This design comes from an exercise in tuning for small area, a short achievable clock period and few clock cycles per item on the open sky130 flow, not from production work. The RTL was checked by simulation tests, not by an equivalence proof against the original design. Power is estimated from default activity; no workload was simulated.

### config.mk
export PLATFORM = sky130hd
export DESIGN_NAME = systolic_array_controller
export DESIGN_NICKNAME = systolic_array_controller
export VERILOG_FILES = /design/flow/design.v
export SDC_FILE = /design/flow/constraint.sdc
export NUM_CORES = 4
export LEC_CHECK = 0
export CAP_MARGIN = 20
export CORE_MARGIN = 2
export CORE_UTILIZATION = 65
export CTS_BUF_LIST = sky130_fd_sc_hd__clkbuf_8
export SLEW_MARGIN = 20
export SYNTH_HIERARCHICAL = 1
export SYNTH_MINIMUM_KEEP_SIZE = 0
### constraint.sdc
create_clock -name core_clock -period 5.0 [get_ports {clk}]
set_input_delay 1.0000 -clock core_clock [delete_from_list [all_inputs] [get_ports {clk}]]
set_output_delay 1.0000 -clock core_clock [all_outputs]
set_load 0.01 [all_outputs]
### design.v
`timescale 1ns / 1ps
module fa3 (input a, b, c, output s, co);
assign s  = a ^ b ^ c;
assign co = (a & b) | (a & c) | (b & c);
endmodule
module ha2 (input a, b, output s, co);
assign s  = a ^ b;
assign co = a & b;
endmodule
module fa3f (input a, b, c, output s, co);
wire t;
xr2 u_ab (.a(a), .b(b), .y(t));
xr2 u_s (.a(t), .b(c), .y(s));
assign co = (a & b) | (a & c) | (b & c);
endmodule
module xr2 (input a, b, output y);
assign y = a ^ b;
endmodule
module xn2 (input a, b, output y);
assign y = ~(a ^ b);
endmodule
`timescale 1ns / 1ps
`timescale 1ns / 1ps
`timescale 1ns / 1ps
module systolic_array_controller (
	input clk,
	input rst_n,
	input [3:0] a11, a12, a21, a22,
	input [3:0] b11, b12, b21, b22,
	input in_valid,
	output logic [8:0] c11, c12, c21, c22,
	output logic out_valid
);
logic v_q;
always_ff @(posedge clk or negedge rst_n) begin
	if (~rst_n) {out_valid, v_q} <= 2'b00;
	else        {out_valid, v_q} <= {v_q, in_valid};
end
wire [14:0] c11_m; logic [14:0] c11_q;
assign c11_m[0] = ~(a11[0] & b11[0]);
assign c11_m[1] = ~(a12[0] & b21[0]);
assign c11_m[2] = ~(a12[1] & b21[0]);
wire c11_k0, c11_s1, c11_k1, c11_s2, c11_k2, c11_k3, c11_s4, c11_k4, c11_s5, c11_k5, c11_s6, c11_k6, c11_s7, c11_k7, c11_s9, c11_k9, c11_s10, c11_k10, c11_k11, c11_s13, c11_k13, c11_s14;
fa3f c11_u0 (.a(~(a11[0] & b11[1])), .b(~(a11[1] & b11[0])), .c(~(a12[0] & b21[1])), .s(c11_m[3]), .co(c11_k0));
fa3f c11_u1 (.a(~(a11[0] & b11[2])), .b(~(a11[1] & b11[1])), .c(~(a11[2] & b11[0])), .s(c11_s1), .co(c11_k1));
fa3f c11_u2 (.a(~(a12[0] & b21[2])), .b(~(a12[1] & b21[1])), .c(~(a12[2] & b21[0])), .s(c11_s2), .co(c11_k2));
fa3f c11_u3 (.a(c11_k0), .b(c11_s1), .c(c11_s2), .s(c11_m[4]), .co(c11_k3));
fa3f c11_u4 (.a(~(a11[0] & b11[3])), .b(~(a11[1] & b11[2])), .c(~(a11[2] & b11[1])), .s(c11_s4), .co(c11_k4));
fa3f c11_u5 (.a(~(a11[3] & b11[0])), .b(~(a12[0] & b21[3])), .c(~(a12[1] & b21[2])), .s(c11_s5), .co(c11_k5));
fa3f c11_u6 (.a(~(a12[2] & b21[1])), .b(~(a12[3] & b21[0])), .c(c11_k1), .s(c11_s6), .co(c11_k6));
fa3f c11_u7 (.a(c11_k2), .b(c11_s4), .c(c11_s5), .s(c11_s7), .co(c11_k7));
fa3f c11_u8 (.a(c11_k3), .b(c11_s6), .c(c11_s7), .s(c11_m[5]), .co(c11_m[7]));
fa3f c11_u9 (.a(~(a11[1] & b11[3])), .b(~(a11[2] & b11[2])), .c(~(a11[3] & b11[1])), .s(c11_s9), .co(c11_k9));
fa3f c11_u10 (.a(~(a12[1] & b21[3])), .b(~(a12[2] & b21[2])), .c(~(a12[3] & b21[1])), .s(c11_s10), .co(c11_k10));
fa3f c11_u11 (.a(c11_k4), .b(c11_k5), .c(c11_s9), .s(c11_m[6]), .co(c11_k11));
fa3f c11_u12 (.a(c11_s10), .b(c11_k6), .c(c11_k7), .s(c11_m[8]), .co(c11_m[9]));
fa3f c11_u13 (.a(~(a11[2] & b11[3])), .b(~(a11[3] & b11[2])), .c(~(a12[2] & b21[3])), .s(c11_s13), .co(c11_k13));
fa3f c11_u14 (.a(~(a12[3] & b21[2])), .b(c11_k9), .c(c11_k10), .s(c11_s14), .co(c11_m[11]));
fa3f c11_u15 (.a(c11_s13), .b(c11_k11), .c(c11_s14), .s(c11_m[10]), .co(c11_m[13]));
fa3f c11_u16 (.a(~(a11[3] & b11[3])), .b(~(a12[3] & b21[3])), .c(c11_k13), .s(c11_m[12]), .co(c11_m[14]));
wire c11_2s0, c11_2k0, c11_2s1, c11_2k1, c11_2s2, c11_2k2;
fa3 c11_2u0 (.a(c11_q[6]), .b(c11_q[7]), .c(c11_q[8]), .s(c11_2s0), .co(c11_2k0));
fa3 c11_2u1 (.a(1'b1), .b(c11_q[9]), .c(c11_q[10]), .s(c11_2s1), .co(c11_2k1));
fa3 c11_2u2 (.a(c11_q[11]), .b(c11_q[12]), .c(c11_q[13]), .s(c11_2s2), .co(c11_2k2));
wire [8:0] c11_d;
wire c11_ak0, c11_ap0, c11_ak1, c11_ap1, c11_ak5, c11_ap5, c11_ak6, c11_ap6, c11_ak7, c11_ap7, c11_aK0_1, c11_aP0_1, c11_aK0_2, c11_aP0_2, c11_aK0_3, c11_aP0_3, c11_aK0_4, c11_aP0_4, c11_aK0_5, c11_aP0_5, c11_aK0_6, c11_aP0_6, c11_aK0_7, c11_aP0_7, c11_aK0_8, c11_aP0_8, c11_aK0_9, c11_aP0_9, c11_aK1_2, c11_aP1_2, c11_aK1_3, c11_aP1_3, c11_aK1_4, c11_aP1_4, c11_aK1_5, c11_aP1_5, c11_aK1_6, c11_aP1_6, c11_aK1_7, c11_aP1_7, c11_aK1_8, c11_aP1_8, c11_aK1_9, c11_aP1_9, c11_aK2_4, c11_aP2_4, c11_aK2_5, c11_aP2_5, c11_aK2_6, c11_aP2_6, c11_aK2_7, c11_aP2_7, c11_aK2_8, c11_aP2_8, c11_aK2_9, c11_aP2_9, c11_aK3_8, c11_aP3_8, c11_aK3_9, c11_aP3_9;
ha2 c11_ah0 (.a(c11_q[0]), .b(c11_q[1]), .s(c11_ap0), .co(c11_ak0));
ha2 c11_ah1 (.a(c11_q[2]), .b(c11_q[3]), .s(c11_ap1), .co(c11_ak1));
ha2 c11_ah5 (.a(c11_2s1), .b(c11_2k0), .s(c11_ap5), .co(c11_ak5));
ha2 c11_ah6 (.a(c11_2s2), .b(c11_2k1), .s(c11_ap6), .co(c11_ak6));
ha2 c11_ah7 (.a(c11_q[14]), .b(c11_2k2), .s(c11_ap7), .co(c11_ak7));
assign c11_aK0_1 = c11_ak0 | (c11_ap0 & 1'b1);
assign c11_aP0_1 = c11_ap0 & 1'b0;
assign c11_aK0_2 = c11_ak1 | (c11_ap1 & c11_ak0);
assign c11_aP0_2 = c11_ap1 & c11_ap0;
assign c11_aK0_3 = c11_q[4] | (~c11_q[4] & c11_ak1);
assign c11_aP0_3 = ~c11_q[4] & c11_ap1;
assign c11_aK0_4 = c11_q[5] | (~c11_q[5] & c11_q[4]);
assign c11_aP0_4 = ~c11_q[5] & ~c11_q[4];
assign c11_aK0_5 = c11_2s0 | (~c11_2s0 & c11_q[5]);
assign c11_aP0_5 = ~c11_2s0 & ~c11_q[5];
assign c11_aK0_6 = c11_ak5 | (c11_ap5 & c11_2s0);
assign c11_aP0_6 = c11_ap5 & ~c11_2s0;
assign c11_aK0_7 = c11_ak6 | (c11_ap6 & c11_ak5);
assign c11_aP0_7 = c11_ap6 & c11_ap5;
assign c11_aK0_8 = c11_ak7 | (c11_ap7 & c11_ak6);
assign c11_aP0_8 = c11_ap7 & c11_ap6;
assign c11_aK0_9 = 1'b1 | (1'b0 & c11_ak7);
assign c11_aP0_9 = 1'b0 & c11_ap7;
assign c11_aK1_2 = c11_aK0_2 | (c11_aP0_2 & 1'b1);
assign c11_aP1_2 = c11_aP0_2 & 1'b0;
assign c11_aK1_3 = c11_aK0_3 | (c11_aP0_3 & c11_aK0_1);
assign c11_aP1_3 = c11_aP0_3 & c11_aP0_1;
assign c11_aK1_4 = c11_aK0_4 | (c11_aP0_4 & c11_aK0_2);
assign c11_aP1_4 = c11_aP0_4 & c11_aP0_2;
assign c11_aK1_5 = c11_aK0_5 | (c11_aP0_5 & c11_aK0_3);
assign c11_aP1_5 = c11_aP0_5 & c11_aP0_3;
assign c11_aK1_6 = c11_aK0_6 | (c11_aP0_6 & c11_aK0_4);
assign c11_aP1_6 = c11_aP0_6 & c11_aP0_4;
assign c11_aK1_7 = c11_aK0_7 | (c11_aP0_7 & c11_aK0_5);
assign c11_aP1_7 = c11_aP0_7 & c11_aP0_5;
assign c11_aK1_8 = c11_aK0_8 | (c11_aP0_8 & c11_aK0_6);
assign c11_aP1_8 = c11_aP0_8 & c11_aP0_6;
assign c11_aK1_9 = c11_aK0_9 | (c11_aP0_9 & c11_aK0_7);
assign c11_aP1_9 = c11_aP0_9 & c11_aP0_7;
assign c11_aK2_4 = c11_aK1_4 | (c11_aP1_4 & 1'b1);
assign c11_aP2_4 = c11_aP1_4 & 1'b0;
assign c11_aK2_5 = c11_aK1_5 | (c11_aP1_5 & c11_aK0_1);
assign c11_aP2_5 = c11_aP1_5 & c11_aP0_1;
assign c11_aK2_6 = c11_aK1_6 | (c11_aP1_6 & c11_aK1_2);
assign c11_aP2_6 = c11_aP1_6 & c11_aP1_2;
assign c11_aK2_7 = c11_aK1_7 | (c11_aP1_7 & c11_aK1_3);
assign c11_aP2_7 = c11_aP1_7 & c11_aP1_3;
assign c11_aK2_8 = c11_aK1_8 | (c11_aP1_8 & c11_aK1_4);
assign c11_aP2_8 = c11_aP1_8 & c11_aP1_4;
assign c11_aK2_9 = c11_aK1_9 | (c11_aP1_9 & c11_aK1_5);
assign c11_aP2_9 = c11_aP1_9 & c11_aP1_5;
assign c11_aK3_8 = c11_aK2_8 | (c11_aP2_8 & 1'b1);
assign c11_aP3_8 = c11_aP2_8 & 1'b0;
assign c11_aK3_9 = c11_aK2_9 | (c11_aP2_9 & c11_aK0_1);
assign c11_aP3_9 = c11_aP2_9 & c11_aP0_1;
assign c11_d[0] = ~(c11_ap0 ^ 1'b1);
assign c11_d[1] = ~(c11_ap1 ^ c11_aK0_1);
assign c11_d[2] = ~(~c11_q[4] ^ c11_aK1_2);
assign c11_d[3] = ~(~c11_q[5] ^ c11_aK1_3);
assign c11_d[4] = ~(~c11_2s0 ^ c11_aK2_4);
assign c11_d[5] = ~(c11_ap5 ^ c11_aK2_5);
assign c11_d[6] = ~(c11_ap6 ^ c11_aK2_6);
assign c11_d[7] = ~(c11_ap7 ^ c11_aK2_7);
assign c11_d[8] = ~(1'b0 ^ c11_aK3_8);
wire [14:0] c12_m; logic [14:0] c12_q;
assign c12_m[0] = ~(a11[0] & b12[0]);
assign c12_m[1] = ~(a12[0] & b22[0]);
assign c12_m[2] = ~(a12[1] & b22[0]);
wire c12_k0, c12_s1, c12_k1, c12_s2, c12_k2, c12_k3, c12_s4, c12_k4, c12_s5, c12_k5, c12_s6, c12_k6, c12_s7, c12_k7, c12_s9, c12_k9, c12_s10, c12_k10, c12_k11, c12_s13, c12_k13, c12_s14;
fa3f c12_u0 (.a(~(a11[0] & b12[1])), .b(~(a11[1] & b12[0])), .c(~(a12[0] & b22[1])), .s(c12_m[3]), .co(c12_k0));
fa3f c12_u1 (.a(~(a11[0] & b12[2])), .b(~(a11[1] & b12[1])), .c(~(a11[2] & b12[0])), .s(c12_s1), .co(c12_k1));
fa3f c12_u2 (.a(~(a12[0] & b22[2])), .b(~(a12[1] & b22[1])), .c(~(a12[2] & b22[0])), .s(c12_s2), .co(c12_k2));
fa3f c12_u3 (.a(c12_k0), .b(c12_s1), .c(c12_s2), .s(c12_m[4]), .co(c12_k3));
fa3f c12_u4 (.a(~(a11[0] & b12[3])), .b(~(a11[1] & b12[2])), .c(~(a11[2] & b12[1])), .s(c12_s4), .co(c12_k4));
fa3f c12_u5 (.a(~(a11[3] & b12[0])), .b(~(a12[0] & b22[3])), .c(~(a12[1] & b22[2])), .s(c12_s5), .co(c12_k5));
fa3f c12_u6 (.a(~(a12[2] & b22[1])), .b(~(a12[3] & b22[0])), .c(c12_k1), .s(c12_s6), .co(c12_k6));
fa3f c12_u7 (.a(c12_k2), .b(c12_s4), .c(c12_s5), .s(c12_s7), .co(c12_k7));
fa3f c12_u8 (.a(c12_k3), .b(c12_s6), .c(c12_s7), .s(c12_m[5]), .co(c12_m[7]));
fa3f c12_u9 (.a(~(a11[1] & b12[3])), .b(~(a11[2] & b12[2])), .c(~(a11[3] & b12[1])), .s(c12_s9), .co(c12_k9));
fa3f c12_u10 (.a(~(a12[1] & b22[3])), .b(~(a12[2] & b22[2])), .c(~(a12[3] & b22[1])), .s(c12_s10), .co(c12_k10));
fa3f c12_u11 (.a(c12_k4), .b(c12_k5), .c(c12_s9), .s(c12_m[6]), .co(c12_k11));
fa3f c12_u12 (.a(c12_s10), .b(c12_k6), .c(c12_k7), .s(c12_m[8]), .co(c12_m[9]));
fa3f c12_u13 (.a(~(a11[2] & b12[3])), .b(~(a11[3] & b12[2])), .c(~(a12[2] & b22[3])), .s(c12_s13), .co(c12_k13));
fa3f c12_u14 (.a(~(a12[3] & b22[2])), .b(c12_k9), .c(c12_k10), .s(c12_s14), .co(c12_m[11]));
fa3f c12_u15 (.a(c12_s13), .b(c12_k11), .c(c12_s14), .s(c12_m[10]), .co(c12_m[13]));
fa3f c12_u16 (.a(~(a11[3] & b12[3])), .b(~(a12[3] & b22[3])), .c(c12_k13), .s(c12_m[12]), .co(c12_m[14]));
wire c12_2s0, c12_2k0, c12_2s1, c12_2k1, c12_2s2, c12_2k2;
fa3 c12_2u0 (.a(c12_q[6]), .b(c12_q[7]), .c(c12_q[8]), .s(c12_2s0), .co(c12_2k0));
fa3 c12_2u1 (.a(1'b1), .b(c12_q[9]), .c(c12_q[10]), .s(c12_2s1), .co(c12_2k1));
fa3 c12_2u2 (.a(c12_q[11]), .b(c12_q[12]), .c(c12_q[13]), .s(c12_2s2), .co(c12_2k2));
wire [8:0] c12_d;
wire c12_ak0, c12_ap0, c12_ak1, c12_ap1, c12_ak5, c12_ap5, c12_ak6, c12_ap6, c12_ak7, c12_ap7, c12_aK0_1, c12_aP0_1, c12_aK0_2, c12_aP0_2, c12_aK0_3, c12_aP0_3, c12_aK0_4, c12_aP0_4, c12_aK0_5, c12_aP0_5, c12_aK0_6, c12_aP0_6, c12_aK0_7, c12_aP0_7, c12_aK0_8, c12_aP0_8, c12_aK0_9, c12_aP0_9, c12_aK1_2, c12_aP1_2, c12_aK1_3, c12_aP1_3, c12_aK1_4, c12_aP1_4, c12_aK1_5, c12_aP1_5, c12_aK1_6, c12_aP1_6, c12_aK1_7, c12_aP1_7, c12_aK1_8, c12_aP1_8, c12_aK1_9, c12_aP1_9, c12_aK2_4, c12_aP2_4, c12_aK2_5, c12_aP2_5, c12_aK2_6, c12_aP2_6, c12_aK2_7, c12_aP2_7, c12_aK2_8, c12_aP2_8, c12_aK2_9, c12_aP2_9, c12_aK3_8, c12_aP3_8, c12_aK3_9, c12_aP3_9;
ha2 c12_ah0 (.a(c12_q[0]), .b(c12_q[1]), .s(c12_ap0), .co(c12_ak0));
ha2 c12_ah1 (.a(c12_q[2]), .b(c12_q[3]), .s(c12_ap1), .co(c12_ak1));
ha2 c12_ah5 (.a(c12_2s1), .b(c12_2k0), .s(c12_ap5), .co(c12_ak5));
ha2 c12_ah6 (.a(c12_2s2), .b(c12_2k1), .s(c12_ap6), .co(c12_ak6));
ha2 c12_ah7 (.a(c12_q[14]), .b(c12_2k2), .s(c12_ap7), .co(c12_ak7));
assign c12_aK0_1 = c12_ak0 | (c12_ap0 & 1'b1);
assign c12_aP0_1 = c12_ap0 & 1'b0;
assign c12_aK0_2 = c12_ak1 | (c12_ap1 & c12_ak0);
assign c12_aP0_2 = c12_ap1 & c12_ap0;
assign c12_aK0_3 = c12_q[4] | (~c12_q[4] & c12_ak1);
assign c12_aP0_3 = ~c12_q[4] & c12_ap1;
assign c12_aK0_4 = c12_q[5] | (~c12_q[5] & c12_q[4]);
assign c12_aP0_4 = ~c12_q[5] & ~c12_q[4];
assign c12_aK0_5 = c12_2s0 | (~c12_2s0 & c12_q[5]);
assign c12_aP0_5 = ~c12_2s0 & ~c12_q[5];
assign c12_aK0_6 = c12_ak5 | (c12_ap5 & c12_2s0);
assign c12_aP0_6 = c12_ap5 & ~c12_2s0;
assign c12_aK0_7 = c12_ak6 | (c12_ap6 & c12_ak5);
assign c12_aP0_7 = c12_ap6 & c12_ap5;
assign c12_aK0_8 = c12_ak7 | (c12_ap7 & c12_ak6);
assign c12_aP0_8 = c12_ap7 & c12_ap6;
assign c12_aK0_9 = 1'b1 | (1'b0 & c12_ak7);
assign c12_aP0_9 = 1'b0 & c12_ap7;
assign c12_aK1_2 = c12_aK0_2 | (c12_aP0_2 & 1'b1);
assign c12_aP1_2 = c12_aP0_2 & 1'b0;
assign c12_aK1_3 = c12_aK0_3 | (c12_aP0_3 & c12_aK0_1);
assign c12_aP1_3 = c12_aP0_3 & c12_aP0_1;
assign c12_aK1_4 = c12_aK0_4 | (c12_aP0_4 & c12_aK0_2);
assign c12_aP1_4 = c12_aP0_4 & c12_aP0_2;
assign c12_aK1_5 = c12_aK0_5 | (c12_aP0_5 & c12_aK0_3);
assign c12_aP1_5 = c12_aP0_5 & c12_aP0_3;
assign c12_aK1_6 = c12_aK0_6 | (c12_aP0_6 & c12_aK0_4);
assign c12_aP1_6 = c12_aP0_6 & c12_aP0_4;
assign c12_aK1_7 = c12_aK0_7 | (c12_aP0_7 & c12_aK0_5);
assign c12_aP1_7 = c12_aP0_7 & c12_aP0_5;
assign c12_aK1_8 = c12_aK0_8 | (c12_aP0_8 & c12_aK0_6);
assign c12_aP1_8 = c12_aP0_8 & c12_aP0_6;
assign c12_aK1_9 = c12_aK0_9 | (c12_aP0_9 & c12_aK0_7);
assign c12_aP1_9 = c12_aP0_9 & c12_aP0_7;
assign c12_aK2_4 = c12_aK1_4 | (c12_aP1_4 & 1'b1);
assign c12_aP2_4 = c12_aP1_4 & 1'b0;
assign c12_aK2_5 = c12_aK1_5 | (c12_aP1_5 & c12_aK0_1);
assign c12_aP2_5 = c12_aP1_5 & c12_aP0_1;
assign c12_aK2_6 = c12_aK1_6 | (c12_aP1_6 & c12_aK1_2);
assign c12_aP2_6 = c12_aP1_6 & c12_aP1_2;
assign c12_aK2_7 = c12_aK1_7 | (c12_aP1_7 & c12_aK1_3);
assign c12_aP2_7 = c12_aP1_7 & c12_aP1_3;
assign c12_aK2_8 = c12_aK1_8 | (c12_aP1_8 & c12_aK1_4);
assign c12_aP2_8 = c12_aP1_8 & c12_aP1_4;
assign c12_aK2_9 = c12_aK1_9 | (c12_aP1_9 & c12_aK1_5);
assign c12_aP2_9 = c12_aP1_9 & c12_aP1_5;
assign c12_aK3_8 = c12_aK2_8 | (c12_aP2_8 & 1'b1);
assign c12_aP3_8 = c12_aP2_8 & 1'b0;
assign c12_aK3_9 = c12_aK2_9 | (c12_aP2_9 & c12_aK0_1);
assign c12_aP3_9 = c12_aP2_9 & c12_aP0_1;
assign c12_d[0] = ~(c12_ap0 ^ 1'b1);
assign c12_d[1] = ~(c12_ap1 ^ c12_aK0_1);
assign c12_d[2] = ~(~c12_q[4] ^ c12_aK1_2);
assign c12_d[3] = ~(~c12_q[5] ^ c12_aK1_3);
assign c12_d[4] = ~(~c12_2s0 ^ c12_aK2_4);
assign c12_d[5] = ~(c12_ap5 ^ c12_aK2_5);
assign c12_d[6] = ~(c12_ap6 ^ c12_aK2_6);
assign c12_d[7] = ~(c12_ap7 ^ c12_aK2_7);
assign c12_d[8] = ~(1'b0 ^ c12_aK3_8);
wire [14:0] c21_m; logic [14:0] c21_q;
assign c21_m[0] = ~(a21[0] & b11[0]);
assign c21_m[1] = ~(a22[0] & b21[0]);
assign c21_m[2] = ~(a22[1] & b21[0]);
wire c21_k0, c21_s1, c21_k1, c21_s2, c21_k2, c21_k3, c21_s4, c21_k4, c21_s5, c21_k5, c21_s6, c21_k6, c21_s7, c21_k7, c21_s9, c21_k9, c21_s10, c21_k10, c21_k11, c21_s13, c21_k13, c21_s14;
fa3f c21_u0 (.a(~(a21[0] & b11[1])), .b(~(a21[1] & b11[0])), .c(~(a22[0] & b21[1])), .s(c21_m[3]), .co(c21_k0));
fa3f c21_u1 (.a(~(a21[0] & b11[2])), .b(~(a21[1] & b11[1])), .c(~(a21[2] & b11[0])), .s(c21_s1), .co(c21_k1));
fa3f c21_u2 (.a(~(a22[0] & b21[2])), .b(~(a22[1] & b21[1])), .c(~(a22[2] & b21[0])), .s(c21_s2), .co(c21_k2));
fa3f c21_u3 (.a(c21_k0), .b(c21_s1), .c(c21_s2), .s(c21_m[4]), .co(c21_k3));
fa3f c21_u4 (.a(~(a21[0] & b11[3])), .b(~(a21[1] & b11[2])), .c(~(a21[2] & b11[1])), .s(c21_s4), .co(c21_k4));
fa3f c21_u5 (.a(~(a21[3] & b11[0])), .b(~(a22[0] & b21[3])), .c(~(a22[1] & b21[2])), .s(c21_s5), .co(c21_k5));
fa3f c21_u6 (.a(~(a22[2] & b21[1])), .b(~(a22[3] & b21[0])), .c(c21_k1), .s(c21_s6), .co(c21_k6));
fa3f c21_u7 (.a(c21_k2), .b(c21_s4), .c(c21_s5), .s(c21_s7), .co(c21_k7));
fa3f c21_u8 (.a(c21_k3), .b(c21_s6), .c(c21_s7), .s(c21_m[5]), .co(c21_m[7]));
fa3f c21_u9 (.a(~(a21[1] & b11[3])), .b(~(a21[2] & b11[2])), .c(~(a21[3] & b11[1])), .s(c21_s9), .co(c21_k9));
fa3f c21_u10 (.a(~(a22[1] & b21[3])), .b(~(a22[2] & b21[2])), .c(~(a22[3] & b21[1])), .s(c21_s10), .co(c21_k10));
fa3f c21_u11 (.a(c21_k4), .b(c21_k5), .c(c21_s9), .s(c21_m[6]), .co(c21_k11));
fa3f c21_u12 (.a(c21_s10), .b(c21_k6), .c(c21_k7), .s(c21_m[8]), .co(c21_m[9]));
fa3f c21_u13 (.a(~(a21[2] & b11[3])), .b(~(a21[3] & b11[2])), .c(~(a22[2] & b21[3])), .s(c21_s13), .co(c21_k13));
fa3f c21_u14 (.a(~(a22[3] & b21[2])), .b(c21_k9), .c(c21_k10), .s(c21_s14), .co(c21_m[11]));
fa3f c21_u15 (.a(c21_s13), .b(c21_k11), .c(c21_s14), .s(c21_m[10]), .co(c21_m[13]));
fa3f c21_u16 (.a(~(a21[3] & b11[3])), .b(~(a22[3] & b21[3])), .c(c21_k13), .s(c21_m[12]), .co(c21_m[14]));
wire c21_2s0, c21_2k0, c21_2s1, c21_2k1, c21_2s2, c21_2k2;
fa3 c21_2u0 (.a(c21_q[6]), .b(c21_q[7]), .c(c21_q[8]), .s(c21_2s0), .co(c21_2k0));
fa3 c21_2u1 (.a(1'b1), .b(c21_q[9]), .c(c21_q[10]), .s(c21_2s1), .co(c21_2k1));
fa3 c21_2u2 (.a(c21_q[11]), .b(c21_q[12]), .c(c21_q[13]), .s(c21_2s2), .co(c21_2k2));
wire [8:0] c21_d;
wire c21_ak0, c21_ap0, c21_ak1, c21_ap1, c21_ak5, c21_ap5, c21_ak6, c21_ap6, c21_ak7, c21_ap7, c21_aK0_1, c21_aP0_1, c21_aK0_2, c21_aP0_2, c21_aK0_3, c21_aP0_3, c21_aK0_4, c21_aP0_4, c21_aK0_5, c21_aP0_5, c21_aK0_6, c21_aP0_6, c21_aK0_7, c21_aP0_7, c21_aK0_8, c21_aP0_8, c21_aK0_9, c21_aP0_9, c21_aK1_2, c21_aP1_2, c21_aK1_3, c21_aP1_3, c21_aK1_4, c21_aP1_4, c21_aK1_5, c21_aP1_5, c21_aK1_6, c21_aP1_6, c21_aK1_7, c21_aP1_7, c21_aK1_8, c21_aP1_8, c21_aK1_9, c21_aP1_9, c21_aK2_4, c21_aP2_4, c21_aK2_5, c21_aP2_5, c21_aK2_6, c21_aP2_6, c21_aK2_7, c21_aP2_7, c21_aK2_8, c21_aP2_8, c21_aK2_9, c21_aP2_9, c21_aK3_8, c21_aP3_8, c21_aK3_9, c21_aP3_9;
ha2 c21_ah0 (.a(c21_q[0]), .b(c21_q[1]), .s(c21_ap0), .co(c21_ak0));
ha2 c21_ah1 (.a(c21_q[2]), .b(c21_q[3]), .s(c21_ap1), .co(c21_ak1));
ha2 c21_ah5 (.a(c21_2s1), .b(c21_2k0), .s(c21_ap5), .co(c21_ak5));
ha2 c21_ah6 (.a(c21_2s2), .b(c21_2k1), .s(c21_ap6), .co(c21_ak6));
ha2 c21_ah7 (.a(c21_q[14]), .b(c21_2k2), .s(c21_ap7), .co(c21_ak7));
assign c21_aK0_1 = c21_ak0 | (c21_ap0 & 1'b1);
assign c21_aP0_1 = c21_ap0 & 1'b0;
assign c21_aK0_2 = c21_ak1 | (c21_ap1 & c21_ak0);
assign c21_aP0_2 = c21_ap1 & c21_ap0;
assign c21_aK0_3 = c21_q[4] | (~c21_q[4] & c21_ak1);
assign c21_aP0_3 = ~c21_q[4] & c21_ap1;
assign c21_aK0_4 = c21_q[5] | (~c21_q[5] & c21_q[4]);
assign c21_aP0_4 = ~c21_q[5] & ~c21_q[4];
assign c21_aK0_5 = c21_2s0 | (~c21_2s0 & c21_q[5]);
assign c21_aP0_5 = ~c21_2s0 & ~c21_q[5];
assign c21_aK0_6 = c21_ak5 | (c21_ap5 & c21_2s0);
assign c21_aP0_6 = c21_ap5 & ~c21_2s0;
assign c21_aK0_7 = c21_ak6 | (c21_ap6 & c21_ak5);
assign c21_aP0_7 = c21_ap6 & c21_ap5;
assign c21_aK0_8 = c21_ak7 | (c21_ap7 & c21_ak6);
assign c21_aP0_8 = c21_ap7 & c21_ap6;
assign c21_aK0_9 = 1'b1 | (1'b0 & c21_ak7);
assign c21_aP0_9 = 1'b0 & c21_ap7;
assign c21_aK1_2 = c21_aK0_2 | (c21_aP0_2 & 1'b1);
assign c21_aP1_2 = c21_aP0_2 & 1'b0;
assign c21_aK1_3 = c21_aK0_3 | (c21_aP0_3 & c21_aK0_1);
assign c21_aP1_3 = c21_aP0_3 & c21_aP0_1;
assign c21_aK1_4 = c21_aK0_4 | (c21_aP0_4 & c21_aK0_2);
assign c21_aP1_4 = c21_aP0_4 & c21_aP0_2;
assign c21_aK1_5 = c21_aK0_5 | (c21_aP0_5 & c21_aK0_3);
assign c21_aP1_5 = c21_aP0_5 & c21_aP0_3;
assign c21_aK1_6 = c21_aK0_6 | (c21_aP0_6 & c21_aK0_4);
assign c21_aP1_6 = c21_aP0_6 & c21_aP0_4;
assign c21_aK1_7 = c21_aK0_7 | (c21_aP0_7 & c21_aK0_5);
assign c21_aP1_7 = c21_aP0_7 & c21_aP0_5;
assign c21_aK1_8 = c21_aK0_8 | (c21_aP0_8 & c21_aK0_6);
assign c21_aP1_8 = c21_aP0_8 & c21_aP0_6;
assign c21_aK1_9 = c21_aK0_9 | (c21_aP0_9 & c21_aK0_7);
assign c21_aP1_9 = c21_aP0_9 & c21_aP0_7;
assign c21_aK2_4 = c21_aK1_4 | (c21_aP1_4 & 1'b1);
assign c21_aP2_4 = c21_aP1_4 & 1'b0;
assign c21_aK2_5 = c21_aK1_5 | (c21_aP1_5 & c21_aK0_1);
assign c21_aP2_5 = c21_aP1_5 & c21_aP0_1;
assign c21_aK2_6 = c21_aK1_6 | (c21_aP1_6 & c21_aK1_2);
assign c21_aP2_6 = c21_aP1_6 & c21_aP1_2;
assign c21_aK2_7 = c21_aK1_7 | (c21_aP1_7 & c21_aK1_3);
assign c21_aP2_7 = c21_aP1_7 & c21_aP1_3;
assign c21_aK2_8 = c21_aK1_8 | (c21_aP1_8 & c21_aK1_4);
assign c21_aP2_8 = c21_aP1_8 & c21_aP1_4;
assign c21_aK2_9 = c21_aK1_9 | (c21_aP1_9 & c21_aK1_5);
assign c21_aP2_9 = c21_aP1_9 & c21_aP1_5;
assign c21_aK3_8 = c21_aK2_8 | (c21_aP2_8 & 1'b1);
assign c21_aP3_8 = c21_aP2_8 & 1'b0;
assign c21_aK3_9 = c21_aK2_9 | (c21_aP2_9 & c21_aK0_1);
assign c21_aP3_9 = c21_aP2_9 & c21_aP0_1;
assign c21_d[0] = ~(c21_ap0 ^ 1'b1);
assign c21_d[1] = ~(c21_ap1 ^ c21_aK0_1);
assign c21_d[2] = ~(~c21_q[4] ^ c21_aK1_2);
assign c21_d[3] = ~(~c21_q[5] ^ c21_aK1_3);
assign c21_d[4] = ~(~c21_2s0 ^ c21_aK2_4);
assign c21_d[5] = ~(c21_ap5 ^ c21_aK2_5);
assign c21_d[6] = ~(c21_ap6 ^ c21_aK2_6);
assign c21_d[7] = ~(c21_ap7 ^ c21_aK2_7);
assign c21_d[8] = ~(1'b0 ^ c21_aK3_8);
wire [14:0] c22_m; logic [14:0] c22_q;
assign c22_m[0] = ~(a21[0] & b12[0]);
assign c22_m[1] = ~(a22[0] & b22[0]);
assign c22_m[2] = ~(a22[1] & b22[0]);
wire c22_k0, c22_s1, c22_k1, c22_s2, c22_k2, c22_k3, c22_s4, c22_k4, c22_s5, c22_k5, c22_s6, c22_k6, c22_s7, c22_k7, c22_s9, c22_k9, c22_s10, c22_k10, c22_k11, c22_s13, c22_k13, c22_s14;
fa3f c22_u0 (.a(~(a21[0] & b12[1])), .b(~(a21[1] & b12[0])), .c(~(a22[0] & b22[1])), .s(c22_m[3]), .co(c22_k0));
fa3f c22_u1 (.a(~(a21[0] & b12[2])), .b(~(a21[1] & b12[1])), .c(~(a21[2] & b12[0])), .s(c22_s1), .co(c22_k1));
fa3f c22_u2 (.a(~(a22[0] & b22[2])), .b(~(a22[1] & b22[1])), .c(~(a22[2] & b22[0])), .s(c22_s2), .co(c22_k2));
fa3f c22_u3 (.a(c22_k0), .b(c22_s1), .c(c22_s2), .s(c22_m[4]), .co(c22_k3));
fa3f c22_u4 (.a(~(a21[0] & b12[3])), .b(~(a21[1] & b12[2])), .c(~(a21[2] & b12[1])), .s(c22_s4), .co(c22_k4));
fa3f c22_u5 (.a(~(a21[3] & b12[0])), .b(~(a22[0] & b22[3])), .c(~(a22[1] & b22[2])), .s(c22_s5), .co(c22_k5));
fa3f c22_u6 (.a(~(a22[2] & b22[1])), .b(~(a22[3] & b22[0])), .c(c22_k1), .s(c22_s6), .co(c22_k6));
fa3f c22_u7 (.a(c22_k2), .b(c22_s4), .c(c22_s5), .s(c22_s7), .co(c22_k7));
fa3f c22_u8 (.a(c22_k3), .b(c22_s6), .c(c22_s7), .s(c22_m[5]), .co(c22_m[7]));
fa3f c22_u9 (.a(~(a21[1] & b12[3])), .b(~(a21[2] & b12[2])), .c(~(a21[3] & b12[1])), .s(c22_s9), .co(c22_k9));
fa3f c22_u10 (.a(~(a22[1] & b22[3])), .b(~(a22[2] & b22[2])), .c(~(a22[3] & b22[1])), .s(c22_s10), .co(c22_k10));
fa3f c22_u11 (.a(c22_k4), .b(c22_k5), .c(c22_s9), .s(c22_m[6]), .co(c22_k11));
fa3f c22_u12 (.a(c22_s10), .b(c22_k6), .c(c22_k7), .s(c22_m[8]), .co(c22_m[9]));
fa3f c22_u13 (.a(~(a21[2] & b12[3])), .b(~(a21[3] & b12[2])), .c(~(a22[2] & b22[3])), .s(c22_s13), .co(c22_k13));
fa3f c22_u14 (.a(~(a22[3] & b22[2])), .b(c22_k9), .c(c22_k10), .s(c22_s14), .co(c22_m[11]));
fa3f c22_u15 (.a(c22_s13), .b(c22_k11), .c(c22_s14), .s(c22_m[10]), .co(c22_m[13]));
fa3f c22_u16 (.a(~(a21[3] & b12[3])), .b(~(a22[3] & b22[3])), .c(c22_k13), .s(c22_m[12]), .co(c22_m[14]));
wire c22_2s0, c22_2k0, c22_2s1, c22_2k1, c22_2s2, c22_2k2;
fa3 c22_2u0 (.a(c22_q[6]), .b(c22_q[7]), .c(c22_q[8]), .s(c22_2s0), .co(c22_2k0));
fa3 c22_2u1 (.a(1'b1), .b(c22_q[9]), .c(c22_q[10]), .s(c22_2s1), .co(c22_2k1));
fa3 c22_2u2 (.a(c22_q[11]), .b(c22_q[12]), .c(c22_q[13]), .s(c22_2s2), .co(c22_2k2));
wire [8:0] c22_d;
wire c22_ak0, c22_ap0, c22_ak1, c22_ap1, c22_ak5, c22_ap5, c22_ak6, c22_ap6, c22_ak7, c22_ap7, c22_aK0_1, c22_aP0_1, c22_aK0_2, c22_aP0_2, c22_aK0_3, c22_aP0_3, c22_aK0_4, c22_aP0_4, c22_aK0_5, c22_aP0_5, c22_aK0_6, c22_aP0_6, c22_aK0_7, c22_aP0_7, c22_aK0_8, c22_aP0_8, c22_aK0_9, c22_aP0_9, c22_aK1_2, c22_aP1_2, c22_aK1_3, c22_aP1_3, c22_aK1_4, c22_aP1_4, c22_aK1_5, c22_aP1_5, c22_aK1_6, c22_aP1_6, c22_aK1_7, c22_aP1_7, c22_aK1_8, c22_aP1_8, c22_aK1_9, c22_aP1_9, c22_aK2_4, c22_aP2_4, c22_aK2_5, c22_aP2_5, c22_aK2_6, c22_aP2_6, c22_aK2_7, c22_aP2_7, c22_aK2_8, c22_aP2_8, c22_aK2_9, c22_aP2_9, c22_aK3_8, c22_aP3_8, c22_aK3_9, c22_aP3_9;
ha2 c22_ah0 (.a(c22_q[0]), .b(c22_q[1]), .s(c22_ap0), .co(c22_ak0));
ha2 c22_ah1 (.a(c22_q[2]), .b(c22_q[3]), .s(c22_ap1), .co(c22_ak1));
ha2 c22_ah5 (.a(c22_2s1), .b(c22_2k0), .s(c22_ap5), .co(c22_ak5));
ha2 c22_ah6 (.a(c22_2s2), .b(c22_2k1), .s(c22_ap6), .co(c22_ak6));
ha2 c22_ah7 (.a(c22_q[14]), .b(c22_2k2), .s(c22_ap7), .co(c22_ak7));
assign c22_aK0_1 = c22_ak0 | (c22_ap0 & 1'b1);
assign c22_aP0_1 = c22_ap0 & 1'b0;
assign c22_aK0_2 = c22_ak1 | (c22_ap1 & c22_ak0);
assign c22_aP0_2 = c22_ap1 & c22_ap0;
assign c22_aK0_3 = c22_q[4] | (~c22_q[4] & c22_ak1);
assign c22_aP0_3 = ~c22_q[4] & c22_ap1;
assign c22_aK0_4 = c22_q[5] | (~c22_q[5] & c22_q[4]);
assign c22_aP0_4 = ~c22_q[5] & ~c22_q[4];
assign c22_aK0_5 = c22_2s0 | (~c22_2s0 & c22_q[5]);
assign c22_aP0_5 = ~c22_2s0 & ~c22_q[5];
assign c22_aK0_6 = c22_ak5 | (c22_ap5 & c22_2s0);
assign c22_aP0_6 = c22_ap5 & ~c22_2s0;
assign c22_aK0_7 = c22_ak6 | (c22_ap6 & c22_ak5);
assign c22_aP0_7 = c22_ap6 & c22_ap5;
assign c22_aK0_8 = c22_ak7 | (c22_ap7 & c22_ak6);
assign c22_aP0_8 = c22_ap7 & c22_ap6;
assign c22_aK0_9 = 1'b1 | (1'b0 & c22_ak7);
assign c22_aP0_9 = 1'b0 & c22_ap7;
assign c22_aK1_2 = c22_aK0_2 | (c22_aP0_2 & 1'b1);
assign c22_aP1_2 = c22_aP0_2 & 1'b0;
assign c22_aK1_3 = c22_aK0_3 | (c22_aP0_3 & c22_aK0_1);
assign c22_aP1_3 = c22_aP0_3 & c22_aP0_1;
assign c22_aK1_4 = c22_aK0_4 | (c22_aP0_4 & c22_aK0_2);
assign c22_aP1_4 = c22_aP0_4 & c22_aP0_2;
assign c22_aK1_5 = c22_aK0_5 | (c22_aP0_5 & c22_aK0_3);
assign c22_aP1_5 = c22_aP0_5 & c22_aP0_3;
assign c22_aK1_6 = c22_aK0_6 | (c22_aP0_6 & c22_aK0_4);
assign c22_aP1_6 = c22_aP0_6 & c22_aP0_4;
assign c22_aK1_7 = c22_aK0_7 | (c22_aP0_7 & c22_aK0_5);
assign c22_aP1_7 = c22_aP0_7 & c22_aP0_5;
assign c22_aK1_8 = c22_aK0_8 | (c22_aP0_8 & c22_aK0_6);
assign c22_aP1_8 = c22_aP0_8 & c22_aP0_6;
assign c22_aK1_9 = c22_aK0_9 | (c22_aP0_9 & c22_aK0_7);
assign c22_aP1_9 = c22_aP0_9 & c22_aP0_7;
assign c22_aK2_4 = c22_aK1_4 | (c22_aP1_4 & 1'b1);
assign c22_aP2_4 = c22_aP1_4 & 1'b0;
assign c22_aK2_5 = c22_aK1_5 | (c22_aP1_5 & c22_aK0_1);
assign c22_aP2_5 = c22_aP1_5 & c22_aP0_1;
assign c22_aK2_6 = c22_aK1_6 | (c22_aP1_6 & c22_aK1_2);
assign c22_aP2_6 = c22_aP1_6 & c22_aP1_2;
assign c22_aK2_7 = c22_aK1_7 | (c22_aP1_7 & c22_aK1_3);
assign c22_aP2_7 = c22_aP1_7 & c22_aP1_3;
assign c22_aK2_8 = c22_aK1_8 | (c22_aP1_8 & c22_aK1_4);
assign c22_aP2_8 = c22_aP1_8 & c22_aP1_4;
assign c22_aK2_9 = c22_aK1_9 | (c22_aP1_9 & c22_aK1_5);
assign c22_aP2_9 = c22_aP1_9 & c22_aP1_5;
assign c22_aK3_8 = c22_aK2_8 | (c22_aP2_8 & 1'b1);
assign c22_aP3_8 = c22_aP2_8 & 1'b0;
assign c22_aK3_9 = c22_aK2_9 | (c22_aP2_9 & c22_aK0_1);
assign c22_aP3_9 = c22_aP2_9 & c22_aP0_1;
assign c22_d[0] = ~(c22_ap0 ^ 1'b1);
assign c22_d[1] = ~(c22_ap1 ^ c22_aK0_1);
assign c22_d[2] = ~(~c22_q[4] ^ c22_aK1_2);
assign c22_d[3] = ~(~c22_q[5] ^ c22_aK1_3);
assign c22_d[4] = ~(~c22_2s0 ^ c22_aK2_4);
assign c22_d[5] = ~(c22_ap5 ^ c22_aK2_5);
assign c22_d[6] = ~(c22_ap6 ^ c22_aK2_6);
assign c22_d[7] = ~(c22_ap7 ^ c22_aK2_7);
assign c22_d[8] = ~(1'b0 ^ c22_aK3_8);
always_ff @(posedge clk) begin
	c11_q <= c11_m;
	c11 <= c11_d;
	c12_q <= c12_m;
	c12 <= c12_d;
	c21_q <= c21_m;
	c21 <= c21_d;
	c22_q <= c22_m;
	c22 <= c22_d;
end
endmodule
### flow/run.sh
#!/bin/bash
# Own layout flow: the standard layout (standard.sh), with smaller port
# buffers than the resizer's default choice: sky130_fd_sc_hd__buf_4 on the inputs
# (each drives eight gates) and, through flow/ports.tcl after global placement,
# sky130_fd_sc_hd__buf_1 on the outputs.
# make's full output (yosys, openroad, ...) goes to make_finish.log here; ORFS
# keeps each step's own log under orfs/logs/.
set -euo pipefail
export BUFFER_PORTS_ARGS="-buffer_cell sky130_fd_sc_hd__buf_4"
export POST_GLOBAL_PLACE_TCL="$PWD/flow/ports.tcl"
bash standard.sh finish > make_finish.log 2>&1
### flow/ports.tcl
# Runs after global placement (POST_GLOBAL_PLACE_TCL).  buffer_ports gave every
# port a sky130_fd_sc_hd__buf_4; the output ports' buffers only drive the pin
# load, so they become sky130_fd_sc_hd__buf_1 (detailed placement legalizes).
set n 0
foreach inst [[ord::get_db_block] getInsts] {
  if {[string match "output*" [$inst getName]] && [[$inst getMaster] getName] eq "sky130_fd_sc_hd__buf_4"} {
    replace_cell [$inst getName] sky130_fd_sc_hd__buf_1
    incr n
  }
}
puts "ports.tcl: $n output buffers are now sky130_fd_sc_hd__buf_1"
### standard.sh
#!/bin/bash
# synth_recipe.tcl (not shown) runs the flow's synth.tcl, then flattens the netlist and writes it again
# the make line also repeats each setting of config.mk as NAME=value (left out here)
make -C /OpenROAD-flow-scripts/flow DESIGN_CONFIG=/design/flow/config.mk WORK_HOME=/design/flow/orfs CLKGATE_MAP_FILE= SYNTH_SCRIPT=/design/flow/synth_recipe.tcl "${@:-finish}"
==> metrics.yaml <==
cp.required_ps: 5300
cts_tree: "done"
fin_cells: 738
numPortBuffers: 71
rsz0062_at_grt: "no"
cts_hold_buffers: 0
syn-cell-area_um2: 5604
ys_seq_area_share_pct: 35.19
synth.distinct_cells: 22
ys_ff_latch: 98
slew_violations: 0
period_share_pct: 43.25
drive_gt1_share_pct: 20.38
worstSetupStartpointType: "primary input"
insertion_delay_ps: 360
drcViolationCount: 0
drt_iter0_markers: 115
grt-ovfl-total: 0
clkSinkCount: 98
cts_setup_buffers: 0
timing.setup.tns_ps: 0
cts_resized: 0
cap_viol_max_count: 0
crit_top_cell: "xor2_1"
crit_chain: "buf_4 -> nand2_1 -> xor2_1 -> xor2_1 -> maj3_2 -> xor2_1 -> xor2_1"
ys_async_sr_fraction_pct: 2.041
clk_pin_slew_ps: 100
final_cell_mix: "140 x xor2_1, 136 x nand2_1, 96 x dfxtp_1"
final_antenna_net_count: 0
hold_class: "reg2reg"
die_y_um: 96.86
area_delta_synth_final_pct: 10.92
clock.fmax_mhz: 462.5
die_w_um: 96.86
setup_viol: 0
drt-pass1-iter-count: 4
htreeDepth: 3
num-nets-final: 695
routed_wl_um: 10870
finalHoldViolCount: 0
grt_max_degree: 18
grt_pass1_wl_um: 18950
crit_path_max_fanout: 8
worst_slack_ps: 2838
leakage_nw: 2.372
peakVddDrop_mv: 0.3594
start_util_pct: 67.53
skew_ps: 16.10
post_synth.cell_area_avg_um2: 9.746
synth_edf_count: 0
endpoint_kind: "flop"
final_area_um2: 6216
placed_area_um2: 6021
max_stage_delay_ps: 310
clockBufferDepth: 2
grt_usage_pct: 24.76
via_per_inst: 5.450
syn-instance-count: 575
antenna_found_initial: 0
dieArea_um2: 9381
slowest_stage: "maj3_2"
clk_root_buffer_cell: "clkbuf_8"
cts_buffers: 9
io_pins: 72
wl_per_cell_um: 14.73
core_area_um2: 8299
first_global_vias: 4236
yosysWarnings: 7
status: "complete, no violations"
finalPower_mw: 2.752
cp_data_arrival_time_ps: 2460
antenna_cells: 0
vias: 4022
place_ws_ps: 2512
synth_ff_type: "dfxtp_1"
num_rows: 33
worstSetupPathType: "in2reg"
dp_hpwl_um: 8729
power.density_nw_per_um2: 442.8
period_needed_ps: 2162
dp.cells: 722
final_common_cell: "xor2_1"
metrics by stage:
| step | util [%] | hold slack (ps) |
|---|---|---|
| floorplan | - | 331.2 |
| global placement | 74.22 | 342.8 |
| detailed placement | 72.55 | 351.7 |
| CTS | 74.90 | 375.0 |
| global route | 74.90 | 377.4 |
| finish | 74.90 | 372.2 |
final timing paths:
check | end | depth (start not counted) | startpoint | slack (ps)
max | c12_q[5] | 7 | b22[2] | 2840
min | out_valid | 0 | v_q | 370
max reg2reg | c21[8] | 5 | c21_q[11] | 3100
min reg2reg | out_valid | 0 | v_q | 370
max in group asynchronous | v_q | 1 | rst_n | 4520
min in group asynchronous | out_valid | 1 | rst_n | 390
report_power, final:
group	leakage [nW]	internal [mW]	switching (mW)
clock	0.0970	0.231	0.276
sequential	0.829	1.02	0.0999
combinational	1.45	0.514	0.607
total	2.37	1.77	0.983
cell type report:
cell class              count  area (um2)
flip-flops and latches     98        1972
clock buffers               9       123.9
inverters                   4       15.01
multi-input cells         444        3508
clock inverters             7       71.32
fillers                   629        2083
repair buffers             71       394.1
well taps                 105       131.4
registers in the layout, summed over array words and instances, names as in the netlist:
signal	count
c12	9
c11_q	15
c22	9
c22_q	15
c21	9
v_q	1
c21_q	15
out_valid	1
c11	9
c12_q	15
cells in the mapped netlist, types with 4 or more instances:
master,count,area (um2)
dfxtp_1,96,1922
o21ai_1,4,20.02
xor2_1,140,1226
a311oi_2,4,60.06
ha_1,20,250.2
or3_1,4,25.02
fa_1,12,240.2
and2_1,4,25.02
o21ba_2,4,40.04
inv_1,4,15.01
nor2_1,4,15.01
xnor2_1,16,140.1
a21oi_1,4,20.02
nor4_1,4,25.02
nand2_1,136,510.5
nor3_1,4,20.02
clkbuf_1,32,120.1
o21a_1,8,60.06
maj3_2,68,765.7
nor4_2,4,50.05
per-module statistics from Yosys (local to each module, per instance):
module | copies in the design | cells inside | area (um2)
fa3 | 12 | 1 | 20.02
ha2 | 20 | 1 | 12.51
xr2 | 136 | 1 | 8.758
systolic_array_controller | 1 | 339 | 3157
fa3f | 68 | 1 | 11.26
cell families (layout without fill, tap and decap cells):
| group | Yosys count | after routing | share of synthesized area, % |
|---|---|---|---|
| compound gates | 24 | 24 | 3.572 |
| xor+xnor | 156 | 156 | 24.38 |
| fa+ha+maj | 100 | 100 | 22.42 |
| buf+inv | 36 | 91 | 2.411 |
| flops | 98 | 98 | 35.19 |
| other cells | 1 | 4 | 0.06691 |
| simple gates | 160 | 160 | 11.97 |
critical path, delay by kind of cell:
family,cells,cell delay (ps)
adder cells (fa/ha/maj),1,310
XOR/XNOR,4,880
AND/OR/NAND/NOR,1,110
buffers and inverters,1,150
layer usage:
metal	wire, um	track usage (%)	up-vias	part of all wire [%]
met4	210	8.559	0	1.9
met5	0	0	-	0
met3	554	4.697	18	5.1
met1	4677	30.80	1926	43
met2	5426	42.95	113	50
li1	-	-	1965	-
Testbench counts, summed over its fixed seeds: cycles 1,216, items 1,200.

## separate check: timing with driven ports
The flow's constraints put no driver on any port. The routed layout listed below was extracted and timed again, unchanged, in two steps. Step 1 (the two cells are an assumption about what drives the block):
set clk [get_ports {clk}]
set_driving_cell -lib_cell sky130_fd_sc_hd__clkbuf_16 $clk
set_driving_cell -lib_cell sky130_fd_sc_hd__buf_2 [delete_from_list [all_inputs] $clk]
Step 2 times the ports against the registers' clock, not the clock port: input delays grow and output delays shrink by t, the midpoint of the rising clock arrivals with the driver on. Slacks: no drivers / after step 1 / after step 2; pairs: no drivers / after step 1.
shift t [ns]: 0.390
setup slack, ns: 2.838 / 2.843 / 2.454
cell pins on the clock port's net: 1
After both steps setup and hold are still met in this run. The setup slack of this run moves by +0.005 ns with the drivers and by -0.384 ns with both steps.
